What follows belongs to an exercise in optimizing a design on an open flow for small area, a short achievable clock period and few clock cycles per item; a production flow would make more cautious choices.
Function was checked by simulation only, so behaviour that the tests miss may differ from the original.
No activity file was given, so power comes from the tool's default toggle rates.

build 79:
Design pow5_pipelined_valid, start of the top module:
module pow5_pipelined_valid
#(
  parameter DATA_WIDTH = 8
)
(
  input  logic                      clk_i,
  input  logic                      rst_i,
  input  logic [DATA_WIDTH-1:0]     pow_data_i,
  input  logic                      data_valid_i,
  output logic [(5*DATA_WIDTH)-1:0] pow_data_o,
  output logic                      data_valid_o
);
  logic                      valid_1_ff;
  logic                      valid_2_ff;
  logic [(5*DATA_WIDTH)-1:0] pow5;
  logic [(5*DATA_WIDTH)-1:0] pow_ff;
  always_ff @ (posedge clk_i or posedge rst_i)
    if (rst_i) begin
      valid_1_ff <= 1'b0;
      valid_2_ff <= 1'b0;
    end
    else begin
      valid_1_ff <= data_valid_i;
      valid_2_ff <= valid_1_ff;
    end
  always_ff @ (posedge clk_i)
    pow_ff <= pow5;
  pow5_logic u_pow5 (.clk(clk_i), .x(pow_data_i), .y(pow5));
  assign pow_data_o   = pow_ff;
  assign data_valid_o = valid_2_ff;
endmodule
make LEC_CHECK=0 CAP_MARGIN=20 CORE_MARGIN=2 CORE_UTILIZATION=20 PLACE_DENSITY=0.3 SETUP_SLACK_MARGIN=3.2 SLEW_MARGIN=20 finish   # period 5.5 ns
run.sh (not shown) runs the stock make flow with config.mk's settings and CLKGATE_MAP_FILE= SYNTH_SCRIPT=/design/flow/synth_recipe.tcl, a recipe that flattens the netlist after the stock synthesis.
Build 79 reached the final stage; the timing, design-rule and antenna checks on its layout passed.
Testbench counts of build 79, summed over its fixed seeds: cycles 16,008, items 16,000.
Modified inputs, build 66 compared to build 79
Settings: putting ABC_AREA at 1 where nothing was set; swapping 0.3 for 0.4 in PLACE_DENSITY; swapping 20 for 25 in CORE_UTILIZATION.
==> comparison <==
Timing, DRC, antenna: 0 failures across build 79 and build 66
Compared build 66 vs build 79, and share of the clock period used by the worst path after layout is up in build 66.
Between build 66 and build 79, it is build 66 whose post-synthesis cell count is higher, by 183.
Combinational share of power: higher on build 79
Build 66 ended with more clock period minus worst slack than build 79.
As of build 66, number of placed instances, taps included had risen by a few percent compared to build 79.
The final reports for build 66 and build 79 show relative slew slack lower in the former.
Modified inputs, build 35 compared to build 66
Settings: a change of CORE_UTILIZATION from 25 to 20; a change of PLACE_DENSITY from 0.4 to 0.3.
On build 35: weighted congestion reported at the end of routability-driven placement is 0.039 lower than what build 66 gave.
Build 66 has a lower combinational power than build 35.
Build 35 ended up with u_pow5.p5 as its start point of the critical path; build 66 ended up with u_pow5.p11.
Build 66 was routed with more vias than build 35.
In build 35, the final worst-path cycle share came out 3.9 points below the value in build 66.
Looking at the reports, build 35 completed the entire flow and the layout it produced met the timing, design-rule and antenna checks.
Cell area was higher in build 35 than in build 66.
Clock group share of total power sits lower in build 35 than in build 66.
Sum of internal, switching and leakage power is lower on build 66
The buffer and inverter count on the worst path in build 35 sits 3 above the value recorded for build 66.
In build 35, the total leakage power came out about 1.7% above the value in build 66.
diff inputs: build 35 => build 97
Settings: swapping 3.2 for 3.3 in SETUP_SLACK_MARGIN.
Findings:
Looking at detailed-route wire length across both flows, build 97 is the weaker of the two, with build 35 ahead.
Minimum clock period after layout ends up higher on build 35.
Relative to build 35, the multi-input combinational cell area of build 97 is higher by 2.5%.

---

## exp/lagoon
pow5_pipelined_valid again, from the RTL that the note above started with.
==> flow/config.mk <==
export PLATFORM = sky130hd
export DESIGN_NAME = pow5_pipelined_valid
export DESIGN_NICKNAME = pow5_pipelined_valid
export VERILOG_FILES = /design/flow/design.v
export SDC_FILE = /design/flow/constraint.sdc
export NUM_CORES = 4
export LEC_CHECK = 0
export ABC_AREA = 1
export CAP_MARGIN = 20
export CORE_MARGIN = 2
export CORE_UTILIZATION = 20
export PLACE_DENSITY = 0.3
export SETUP_SLACK_MARGIN = 3.4
export SLEW_MARGIN = 20
==> flow/constraint.sdc <==
create_clock -name core_clock -period 5.5 [get_ports {clk_i}]
set_input_delay 1.1000 -clock core_clock [delete_from_list [all_inputs] [get_ports {clk_i}]]
set_output_delay 1.1000 -clock core_clock [all_outputs]
set_load 0.01 [all_outputs]
exp/lagoon ran to completion and came out clean on the timing, design-rule and antenna checks.
Testbench counts of exp/lagoon, summed over its fixed seeds: cycles 16,008, items 16,000.
diff inputs: exp/lagoon => exp/violet
--- a/flow/config.mk
+++ b/flow/config.mk
@@ -13 +13 @@
-export SETUP_SLACK_MARGIN = 3.4
+export SETUP_SLACK_MARGIN = 3.2
@@ -14,0 +15 @@
+export TNS_END_PERCENT = 5
### Flow results
exp/violet against exp/lagoon: initial DRC count now smaller, sequential cell power essentially unchanged. Looking only at period utilization, and setting everything else aside, the lower value of exp/violet and exp/lagoon goes to exp/lagoon. met3 global-route usage came out lower on exp/violet than on exp/lagoon. Re data required time of the worst path: exp/violet and exp/lagoon aren't equal, and the lower value belongs to exp/violet. Looking at overall fraction of global-route tracks in use across exp/violet and exp/lagoon, the one that comes out higher is exp/lagoon. Summary of exp/violet over exp/lagoon: global routing usage on met2 has remained practically unchanged; number of inserted filler cells in the final layout +0.92%. Relative to exp/lagoon, post-CTS setup-driven buffer insertion count has decreased by about 55% in exp/violet. In exp/violet the portion of total power attributed to combinational logic turned out 2.7 points lower than in exp/lagoon. The sequential share of layout area in exp/violet sits 1.6 points above the value recorded for exp/lagoon.
Input changes introduced in exp/pepper (baseline for comparison: exp/violet):
--- a/flow/config.mk
+++ b/flow/config.mk
@@ -11,0 +12 @@
+export GPL_TIMING_DRIVEN = 0
@@ -15 +15,0 @@
-export TNS_END_PERCENT = 5
==> run summary <==
- u_pow5.p10 as the critical path startpoint was reported by exp/pepper, and u_pow5.p8 by exp/violet.
- The DRC violation total after the first TritonRoute iteration of exp/pepper is higher than that of exp/violet.
- Summary of exp/pepper over exp/violet: global-route met3 utilization rose by 6.7 points, overall fraction of global-route tracks in use rose by 4.9 points, number of clock buffers in the layout rose by 1.
- Register-to-register slack, exp/pepper and exp/violet, lower one = exp/violet.
- The overall power consumption in exp/pepper was higher than what exp/violet gave.
- Internal power: higher on exp/pepper

## port drivers added, routing unchanged
Ports are ideal in the flow. The routed layouts listed here were re-timed in OpenROAD. Step 1, drivers: a clkbuf_16 drives clk_i and a buf_2 each remaining input, both assumed. Step 2, shift: input delay + t, output delay - t, t = (earliest + latest rising clock arrival at the registers) / 2. This alone moves slack from input paths to output paths. Three values: ideal ports, drivers, drivers and shift; two values: the first two.
run	shift t [ns]	setup slack, ns	slew at the worst register clock pin (ns)	pins driven straight from the clock port
build 79	0.435	3.046 / 3.046 / 3.046	0.07 / 0.07	1
build 66	0.448	2.861 / 2.861 / 2.861	0.08 / 0.08	1
build 35	0.444	3.073 / 3.073 / 3.073	0.08 / 0.08	1
build 97	0.440	3.123 / 3.123 / 3.123	0.08 / 0.08	1
exp/lagoon	0.443	3.234 / 3.234 / 3.234	0.08 / 0.08	1
exp/violet	0.451	2.987 / 2.987 / 2.987	0.08 / 0.08	1
exp/pepper	0.459	3.031 / 3.031 / 3.031	0.08 / 0.08	1
After both steps every run listed still meets setup and hold.
